From an optimization exercise on the open Yosys and OpenROAD flow, aimed at small area; shortcuts taken in it are not production practice. Function was checked by simulation only, so behaviour that the tests miss may differ from the original.

==> module hopkernal, before the edit <==
module hopkernal(
X, A, C,
B,
D,
E, F, Fprime,
Y1,
regi_AFH_channel_map,
regi_AFH_N,
fk
);
input [4:0] X, C;
input [4:0] A;
input [3:0] B;
input [8:0] D;
input [6:0] E, F, Fprime;
input Y1;
input [79:0] regi_AFH_channel_map;
input [6:0] regi_AFH_N;
output [6:0] fk;
wire [4:0] Zprime = X + A;
wire [4:0] Z;
assign Z[0] = B[0] ^ Zprime[0];
assign Z[1] = B[1] ^ Zprime[1];
assign Z[2] = B[2] ^ Zprime[2];
assign Z[3] = B[3] ^ Zprime[3];
assign Z[4] =  Zprime[4];
wire [4:0] stage1_z, stage2_z, stage3_z, stage4_z, stage5_z, stage6_z, stage7_z;
wire [13:0] P = {C[4:0] ^ {5{Y1}}, D[8:0]};
assign stage1_z[1] = P[13] ? Z[2] : Z[1];
assign stage1_z[2] = P[13] ? Z[1] : Z[2];
assign stage1_z[0] = P[12] ? Z[3] : Z[0];
assign stage1_z[3] = P[12] ? Z[0] : Z[3];
assign stage1_z[4] = Z[4];
assign stage2_z[1] = P[11] ? stage1_z[3] : stage1_z[1];
assign stage2_z[3] = P[11] ? stage1_z[1] : stage1_z[3];
assign stage2_z[2] = P[10] ? stage1_z[4] : stage1_z[2];
assign stage2_z[4] = P[10] ? stage1_z[2] : stage1_z[4];
assign stage2_z[0] = stage1_z[0];
assign stage3_z[0] = P[9] ? stage2_z[3] : stage2_z[0];
assign stage3_z[3] = P[9] ? stage2_z[0] : stage2_z[3];
assign stage3_z[1] = P[8] ? stage2_z[4] : stage2_z[1];
assign stage3_z[4] = P[8] ? stage2_z[1] : stage2_z[4];
assign stage3_z[2] = stage2_z[2];
assign stage4_z[3] = P[7] ? stage3_z[4] : stage3_z[3];
assign stage4_z[4] = P[7] ? stage3_z[3] : stage3_z[4];
assign stage4_z[0] = P[6] ? stage3_z[2] : stage3_z[0];
assign stage4_z[2] = P[6] ? stage3_z[0] : stage3_z[2];
assign stage4_z[1] = stage3_z[1];
assign stage5_z[1] = P[5] ? stage4_z[3] : stage4_z[1];
assign stage5_z[3] = P[5] ? stage4_z[1] : stage4_z[3];
assign stage5_z[0] = P[4] ? stage4_z[4] : stage4_z[0];
assign stage5_z[4] = P[4] ? stage4_z[0] : stage4_z[4];
assign stage5_z[2] = stage4_z[2];
assign stage6_z[3] = P[3] ? stage5_z[4] : stage5_z[3];
assign stage6_z[4] = P[3] ? stage5_z[3] : stage5_z[4];
assign stage6_z[1] = P[2] ? stage5_z[2] : stage5_z[1];
assign stage6_z[2] = P[2] ? stage5_z[1] : stage5_z[2];
assign stage6_z[0] = stage5_z[0];
assign stage7_z[2] = P[1] ? stage6_z[3] : stage6_z[2];
assign stage7_z[3] = P[1] ? stage6_z[2] : stage6_z[3];
assign stage7_z[0] = P[0] ? stage6_z[1] : stage6_z[0];
assign stage7_z[1] = P[0] ? stage6_z[0] : stage6_z[1];
assign stage7_z[4] = stage6_z[4];
wire [8:0] s79 = E + F + stage7_z + {Y1, 5'b0};             
wire [8:0] s79a = (s79 >= 9'd158) ? s79 - 9'd158 : s79;     
wire [6:0] adder2m79 = (s79a >= 9'd79) ? s79a - 9'd79 : s79a;
wire [127:0] cmap = {49'b0, regi_AFH_channel_map[78:0]};
wire rfchused = cmap[adder2m79[6:0]];
wire [6:0] N = regi_AFH_N;
wire ge4 = {2'b0, E} >= {N, 2'b0};
wire [6:0] e4 = E - {N[4:0], 2'b0};
wire ge2 = {1'b0, E} >= {N, 1'b0};
wire [6:0] r2 = ge2 ? E - {N[5:0], 1'b0} : E;
wire [6:0] r1 = (r2 >= N) ? r2 - N : r2;
wire [6:0] emN = ge4 ? e4 : r1;
wire [7:0] tmp1N = emN + Fprime[6:0];
wire [7:0] tmp1mN = tmp1N[7:0] >= N ? tmp1N[7:0]-N : tmp1N[7:0];
wire [4:0] a7zmN = {2'b0,stage7_z[4:0]} >= N ? {2'b0,stage7_z[4:0]} - N : stage7_z[4:0];
wire [7:0] tmp2N = tmp1mN[6:0] + a7zmN + {Y1, 5'b0};
wire [6:0] adder2mN = tmp2N >= N ? tmp2N-N : tmp2N[6:0];
wire [6:0] fkprime, basicfk;
AFH_map_table AFH_map_table_u(
.A(adder2mN),
.O(fkprime)
);
assign basicfk = (adder2m79 >= 7'd40) ? {adder2m79[5:0] - 6'd40, 1'b1} : {adder2m79[5:0], 1'b0};
assign fk = rfchused ? basicfk : fkprime;
endmodule
Settings: LEC_CHECK=0, CAP_MARGIN=20, CORE_MARGIN=2, CORE_UTILIZATION=40, CTS_BUF_LIST=sky130_fd_sc_hd__clkbuf_8, CTS_CLUSTER_DIAMETER=100, CTS_CLUSTER_SIZE=30, PLACE_DENSITY=0.6, SLEW_MARGIN=20; clock period 25.0 ns.
standard.sh (not shown) runs the stock make flow with config.mk's settings and CLKGATE_MAP_FILE= SYNTH_SCRIPT=/design/flow/synth_recipe.tcl, a recipe that flattens the netlist after the stock synthesis.
==> flow/flow/run.sh <==
#!/bin/bash
# Own layout flow: the standard ORFS flow (standard.sh) with two changes:
#  - Yosys's abc step maps the combinational logic with an area-oriented ABC
#    script (flow/area.abc) instead of ORFS's speed script; registers are
#    untouched (they are mapped by dfflibmap before abc).
#  - the port buffers that buffer_ports inserts are sky130_fd_sc_hd__buf_1.
# Every tool's output goes to a log file in the work folder.
set -euo pipefail
W=$(pwd)
cat > "$W/own_synth.tcl" <<TCL
proc abc {args} {
  set i [lsearch \$args -script]
  if {\$i >= 0} { set args [lreplace \$args [expr {\$i+1}] [expr {\$i+1}] $W/flow/area.abc] }
  yosys abc {*}\$args
}
source $W/synth_recipe.tcl
TCL
bash "$W/standard.sh" "SYNTH_SCRIPT=$W/own_synth.tcl" \
  "BUFFER_PORTS_ARGS=-buffer_cell sky130_fd_sc_hd__buf_1" finish > "$W/standard.log" 2>&1
==> flow/flow/area.abc <==
&get -n
&st
&deepsyn -T 20
&dch -f
&nf -R 1000
&put
Rerun with:
--- a/flow/design.v
+++ b/flow/design.v
@@ -151,16 +151,14 @@
 wire [6:0] adder2m79 = (s79a >= 9'd79) ? s79a - 9'd79 : s79a;
 wire [127:0] cmap = {49'b0, regi_AFH_channel_map[78:0]};
 wire rfchused = cmap[adder2m79[6:0]];
 wire [6:0] N = regi_AFH_N;
-wire ge4 = {2'b0, E} >= {N, 2'b0};
-wire [6:0] e4 = E - {N[4:0], 2'b0};
-wire ge2 = {1'b0, E} >= {N, 1'b0};
-wire [6:0] r2 = ge2 ? E - {N[5:0], 1'b0} : E;
-wire [6:0] r1 = (r2 >= N) ? r2 - N : r2;
-wire [6:0] emN = ge4 ? e4 : r1;
-wire [7:0] tmp1N = emN + Fprime[6:0];
-wire [7:0] tmp1mN = tmp1N[7:0] >= N ? tmp1N[7:0]-N : tmp1N[7:0];
+wire [7:0] W = E + Fprime;
+wire ge4 = !N[6] && (W[7:2] >= N[5:0]);
+wire ge2 = (W[7:1] >= N);
+wire [7:0] ra = ge4 ? {W[7:2] - N[5:0], W[1:0]} :
+                ge2 ? {W[7:1] - N, W[0]} : W;
+wire [7:0] tmp1mN = (ra >= {1'b0, N}) ? ra - {1'b0, N} : ra;
 wire [4:0] a7zmN = {2'b0,stage7_z[4:0]} >= N ? {2'b0,stage7_z[4:0]} - N : stage7_z[4:0];
 wire [7:0] tmp2N = tmp1mN[6:0] + a7zmN + {Y1, 5'b0};
 wire [6:0] adder2mN = tmp2N >= N ? tmp2N-N : tmp2N[6:0];
 wire [6:0] fkprime, basicfk;
The changed run completed with no timing, DRC or antenna violations.
Via count drops slightly.
Cell count came out lower slightly.
Synthesized cell count goes down slightly.
Clock-buffer cell count is unchanged.

* * *

hopselection with an RTL version that a note above also has.
For scale: roughly 1,000 cells after synthesis, about 85 flip-flops, ~270 I/O pins, ~9500 µm² of cells after synthesis.
==> module hopkernal, before the edit <==
module hopkernal(
X, A, C,
B,
D,
E, F, Fprime,
Y1,
regi_AFH_channel_map,
regi_AFH_N,
fk
);
input [4:0] X, C;
input [4:0] A;
input [3:0] B;
input [8:0] D;
input [6:0] E, F, Fprime;
input Y1;
input [79:0] regi_AFH_channel_map;
input [6:0] regi_AFH_N;
output [6:0] fk;
wire [4:0] Zprime = X + A;
wire [4:0] Z;
assign Z[0] = B[0] ^ Zprime[0];
assign Z[1] = B[1] ^ Zprime[1];
assign Z[2] = B[2] ^ Zprime[2];
assign Z[3] = B[3] ^ Zprime[3];
assign Z[4] =  Zprime[4];
wire [4:0] stage1_z, stage2_z, stage3_z, stage4_z, stage5_z, stage6_z, stage7_z;
wire [13:0] P = {C[4:0] ^ {5{Y1}}, D[8:0]};
assign stage1_z[1] = P[13] ? Z[2] : Z[1];
assign stage1_z[2] = P[13] ? Z[1] : Z[2];
assign stage1_z[0] = P[12] ? Z[3] : Z[0];
assign stage1_z[3] = P[12] ? Z[0] : Z[3];
assign stage1_z[4] = Z[4];
assign stage2_z[1] = P[11] ? stage1_z[3] : stage1_z[1];
assign stage2_z[3] = P[11] ? stage1_z[1] : stage1_z[3];
assign stage2_z[2] = P[10] ? stage1_z[4] : stage1_z[2];
assign stage2_z[4] = P[10] ? stage1_z[2] : stage1_z[4];
assign stage2_z[0] = stage1_z[0];
assign stage3_z[0] = P[9] ? stage2_z[3] : stage2_z[0];
assign stage3_z[3] = P[9] ? stage2_z[0] : stage2_z[3];
assign stage3_z[1] = P[8] ? stage2_z[4] : stage2_z[1];
assign stage3_z[4] = P[8] ? stage2_z[1] : stage2_z[4];
assign stage3_z[2] = stage2_z[2];
assign stage4_z[3] = P[7] ? stage3_z[4] : stage3_z[3];
assign stage4_z[4] = P[7] ? stage3_z[3] : stage3_z[4];
assign stage4_z[0] = P[6] ? stage3_z[2] : stage3_z[0];
assign stage4_z[2] = P[6] ? stage3_z[0] : stage3_z[2];
assign stage4_z[1] = stage3_z[1];
assign stage5_z[1] = P[5] ? stage4_z[3] : stage4_z[1];
assign stage5_z[3] = P[5] ? stage4_z[1] : stage4_z[3];
assign stage5_z[0] = P[4] ? stage4_z[4] : stage4_z[0];
assign stage5_z[4] = P[4] ? stage4_z[0] : stage4_z[4];
assign stage5_z[2] = stage4_z[2];
assign stage6_z[3] = P[3] ? stage5_z[4] : stage5_z[3];
assign stage6_z[4] = P[3] ? stage5_z[3] : stage5_z[4];
assign stage6_z[1] = P[2] ? stage5_z[2] : stage5_z[1];
assign stage6_z[2] = P[2] ? stage5_z[1] : stage5_z[2];
assign stage6_z[0] = stage5_z[0];
assign stage7_z[2] = P[1] ? stage6_z[3] : stage6_z[2];
assign stage7_z[3] = P[1] ? stage6_z[2] : stage6_z[3];
assign stage7_z[0] = P[0] ? stage6_z[1] : stage6_z[0];
assign stage7_z[1] = P[0] ? stage6_z[0] : stage6_z[1];
assign stage7_z[4] = stage6_z[4];
wire [8:0] s79 = E + F + stage7_z + {Y1, 5'b0};             
wire [8:0] s79a = (s79 >= 9'd158) ? s79 - 9'd158 : s79;     
wire [6:0] adder2m79 = (s79a >= 9'd79) ? s79a - 9'd79 : s79a;
wire [127:0] cmap = {49'b0, regi_AFH_channel_map[78:0]};
wire rfchused = cmap[adder2m79[6:0]];
wire [6:0] N = regi_AFH_N;
wire [7:0] W = E + Fprime;
wire ge4 = !N[6] && (W[7:2] >= N[5:0]);
wire ge2 = (W[7:1] >= N);
wire [7:0] ra = ge4 ? {W[7:2] - N[5:0], W[1:0]} :
                ge2 ? {W[7:1] - N, W[0]} : W;
wire [7:0] tmp1mN = (ra >= {1'b0, N}) ? ra - {1'b0, N} : ra;
wire [4:0] a7zmN = {2'b0,stage7_z[4:0]} >= N ? {2'b0,stage7_z[4:0]} - N : stage7_z[4:0];
wire [7:0] tmp2N = tmp1mN[6:0] + a7zmN + {Y1, 5'b0};
wire [6:0] adder2mN = tmp2N >= N ? tmp2N-N : tmp2N[6:0];
wire [6:0] fkprime, basicfk;
AFH_map_table AFH_map_table_u(
.A(adder2mN),
.O(fkprime)
);
assign basicfk = (adder2m79 >= 7'd40) ? {adder2m79[5:0] - 6'd40, 1'b1} : {adder2m79[5:0], 1'b0};
assign fk = rfchused ? basicfk : fkprime;
endmodule
==> flow/config.mk <==
export PLATFORM = sky130hd
export DESIGN_NAME = hopselection
export DESIGN_NICKNAME = hopselection
export VERILOG_FILES = /design/flow/design.v
export SDC_FILE = /design/flow/constraint.sdc
export NUM_CORES = 4
export LEC_CHECK = 0
export CAP_MARGIN = 20
export CORE_MARGIN = 2
export CORE_UTILIZATION = 40
export CTS_BUF_LIST = sky130_fd_sc_hd__clkbuf_8
export CTS_CLUSTER_DIAMETER = 100
export CTS_CLUSTER_SIZE = 30
export PLACE_DENSITY = 0.6
export SLEW_MARGIN = 20
==> flow/constraint.sdc <==
create_clock -name core_clock -period 25.0 [get_ports {clk_6M}]
set_input_delay 5.0000 -clock core_clock [delete_from_list [all_inputs] [get_ports {clk_6M}]]
set_output_delay 5.0000 -clock core_clock [all_outputs]
set_load 0.01 [all_outputs]
==> flow/flow/run.sh <==
#!/bin/bash
# Own layout flow: the standard ORFS flow (standard.sh) with these changes:
#  - Yosys's abc step maps the combinational logic with an area-oriented ABC
#    script (flow/area.abc) instead of ORFS's speed script; registers are
#    untouched (they are mapped by dfflibmap before abc).
#  - adders and comparators use a ripple-carry $lcu (flow/lcu_ripple.v)
#    instead of ORFS's Kogge-Stone one: smaller, and fast enough at 25 ns.
#  - the port buffers that buffer_ports inserts are sky130_fd_sc_hd__buf_1.
# Every tool's output goes to a log file in the work folder.
set -euo pipefail
W=$(pwd)
cat > "$W/own_synth.tcl" <<TCL
proc abc {args} {
  set i [lsearch \$args -script]
  if {\$i >= 0} { set args [lreplace \$args [expr {\$i+1}] [expr {\$i+1}] $W/flow/area.abc] }
  yosys abc {*}\$args
}
source $W/synth_recipe.tcl
TCL
bash "$W/standard.sh" "SYNTH_SCRIPT=$W/own_synth.tcl" \
  "SYNTH_OPERATIONS_ARGS=-extra-map $W/flow/lcu_ripple.v" \
  "BUFFER_PORTS_ARGS=-buffer_cell sky130_fd_sc_hd__buf_1" finish > "$W/standard.log" 2>&1
==> flow/flow/area.abc <==
&get -n
&st
&deepsyn -T 20
&dch -f
&nf -R 1000
&put
&get -n
&st
&dch -f
&nf -R 1000
&put
==> flow/flow/lcu_ripple.v <==
(* techmap_celltype = "$lcu" *)
module _80_lcu_ripple (P, G, CI, CO);
	parameter WIDTH = 2;

	(* force_downto *)
	input [WIDTH-1:0] P, G;
	input CI;

	(* force_downto *)
	output [WIDTH-1:0] CO;

	integer i;
	(* force_downto *)
	reg [WIDTH-1:0] c;

	wire [1023:0] _TECHMAP_DO_ = "proc; opt -fast";

	always @* begin
		c[0] = G[0] | (P[0] & CI);
		for (i = 1; i < WIDTH; i = i + 1)
			c[i] = G[i] | (P[i] & c[i-1]);
	end

	assign CO = c;
endmodule
Rerun with:
--- a/flow/design.v
+++ b/flow/design.v
@@ -151,14 +151,16 @@
 wire [6:0] adder2m79 = (s79a >= 9'd79) ? s79a - 9'd79 : s79a;
 wire [127:0] cmap = {49'b0, regi_AFH_channel_map[78:0]};
 wire rfchused = cmap[adder2m79[6:0]];
 wire [6:0] N = regi_AFH_N;
-wire [7:0] W = E + Fprime;
-wire ge4 = !N[6] && (W[7:2] >= N[5:0]);
-wire ge2 = (W[7:1] >= N);
-wire [7:0] ra = ge4 ? {W[7:2] - N[5:0], W[1:0]} :
-                ge2 ? {W[7:1] - N, W[0]} : W;
-wire [7:0] tmp1mN = (ra >= {1'b0, N}) ? ra - {1'b0, N} : ra;
+wire ge4 = {2'b0, E} >= {N, 2'b0};
+wire [6:0] e4 = E - {N[4:0], 2'b0};
+wire ge2 = {1'b0, E} >= {N, 1'b0};
+wire [6:0] r2 = ge2 ? E - {N[5:0], 1'b0} : E;
+wire [6:0] r1 = (r2 >= N) ? r2 - N : r2;
+wire [6:0] emN = ge4 ? e4 : r1;
+wire [7:0] tmp1N = emN + Fprime[6:0];
+wire [7:0] tmp1mN = tmp1N[7:0] >= N ? tmp1N[7:0]-N : tmp1N[7:0];
 wire [4:0] a7zmN = {2'b0,stage7_z[4:0]} >= N ? {2'b0,stage7_z[4:0]} - N : stage7_z[4:0];
 wire [7:0] tmp2N = tmp1mN[6:0] + a7zmN + {Y1, 5'b0};
 wire [6:0] adder2mN = tmp2N >= N ? tmp2N-N : tmp2N[6:0];
 wire [6:0] fkprime, basicfk;
After rerunning: Setup slack improves by 90 ps; routed wire length climbs by 5.9%; flip-flop and latch count stays the same; cell count climbs by about 0.8%; count of clock-buffer cells in the layout drops by 1; core utilization drops by 0.72 points; sequential share of layout area drops by 0.27 points; die area climbs by 2.7%; design area climbs by 1.6%.

==> static timing again, ports no longer ideal <==
The results above use ideal ports. As a check the final layouts listed here were re-extracted and re-timed, cells and wires unchanged.
Step 1 assumes that a clkbuf_16 drives the clock port and a buf_2 every other input.
Step 2 adds t to the input delays and takes it off the output delays; t is the mean of the earliest and latest rising clock arrival at the registers after step 1. Input paths then give back, and output paths get back, about the clock's delay inside the block.
Slacks: ideal ports / drivers / drivers and shift; pairs: ideal ports / drivers.
run | t, ns | setup WS [ns] | worst setup path at the end | clock arrival spread, ns | worst slew at a driven data input, ns
the first run of note 1 | 0.400 | 1.857 / 1.830 / 1.830 | input to output | 0.018 / 0.018 | 0.07
the second run of note 1 | 0.401 | 2.214 / 2.193 / 2.193 | input to output | 0.010 / 0.011 | 0.10
the first run of note 2 | 0.414 | 0.477 / 0.455 / 0.455 | input to output | 0.017 / 0.016 | 0.08
the second run of note 2 | 0.404 | 0.567 / 0.547 / 0.547 | input to output | 0.018 / 0.018 | 0.07
After both steps every run listed still meets setup and hold. For the first run of note 1, which loses most, drivers alone change the setup slack by -0.027 ns; drivers and shift together by -0.027 ns.
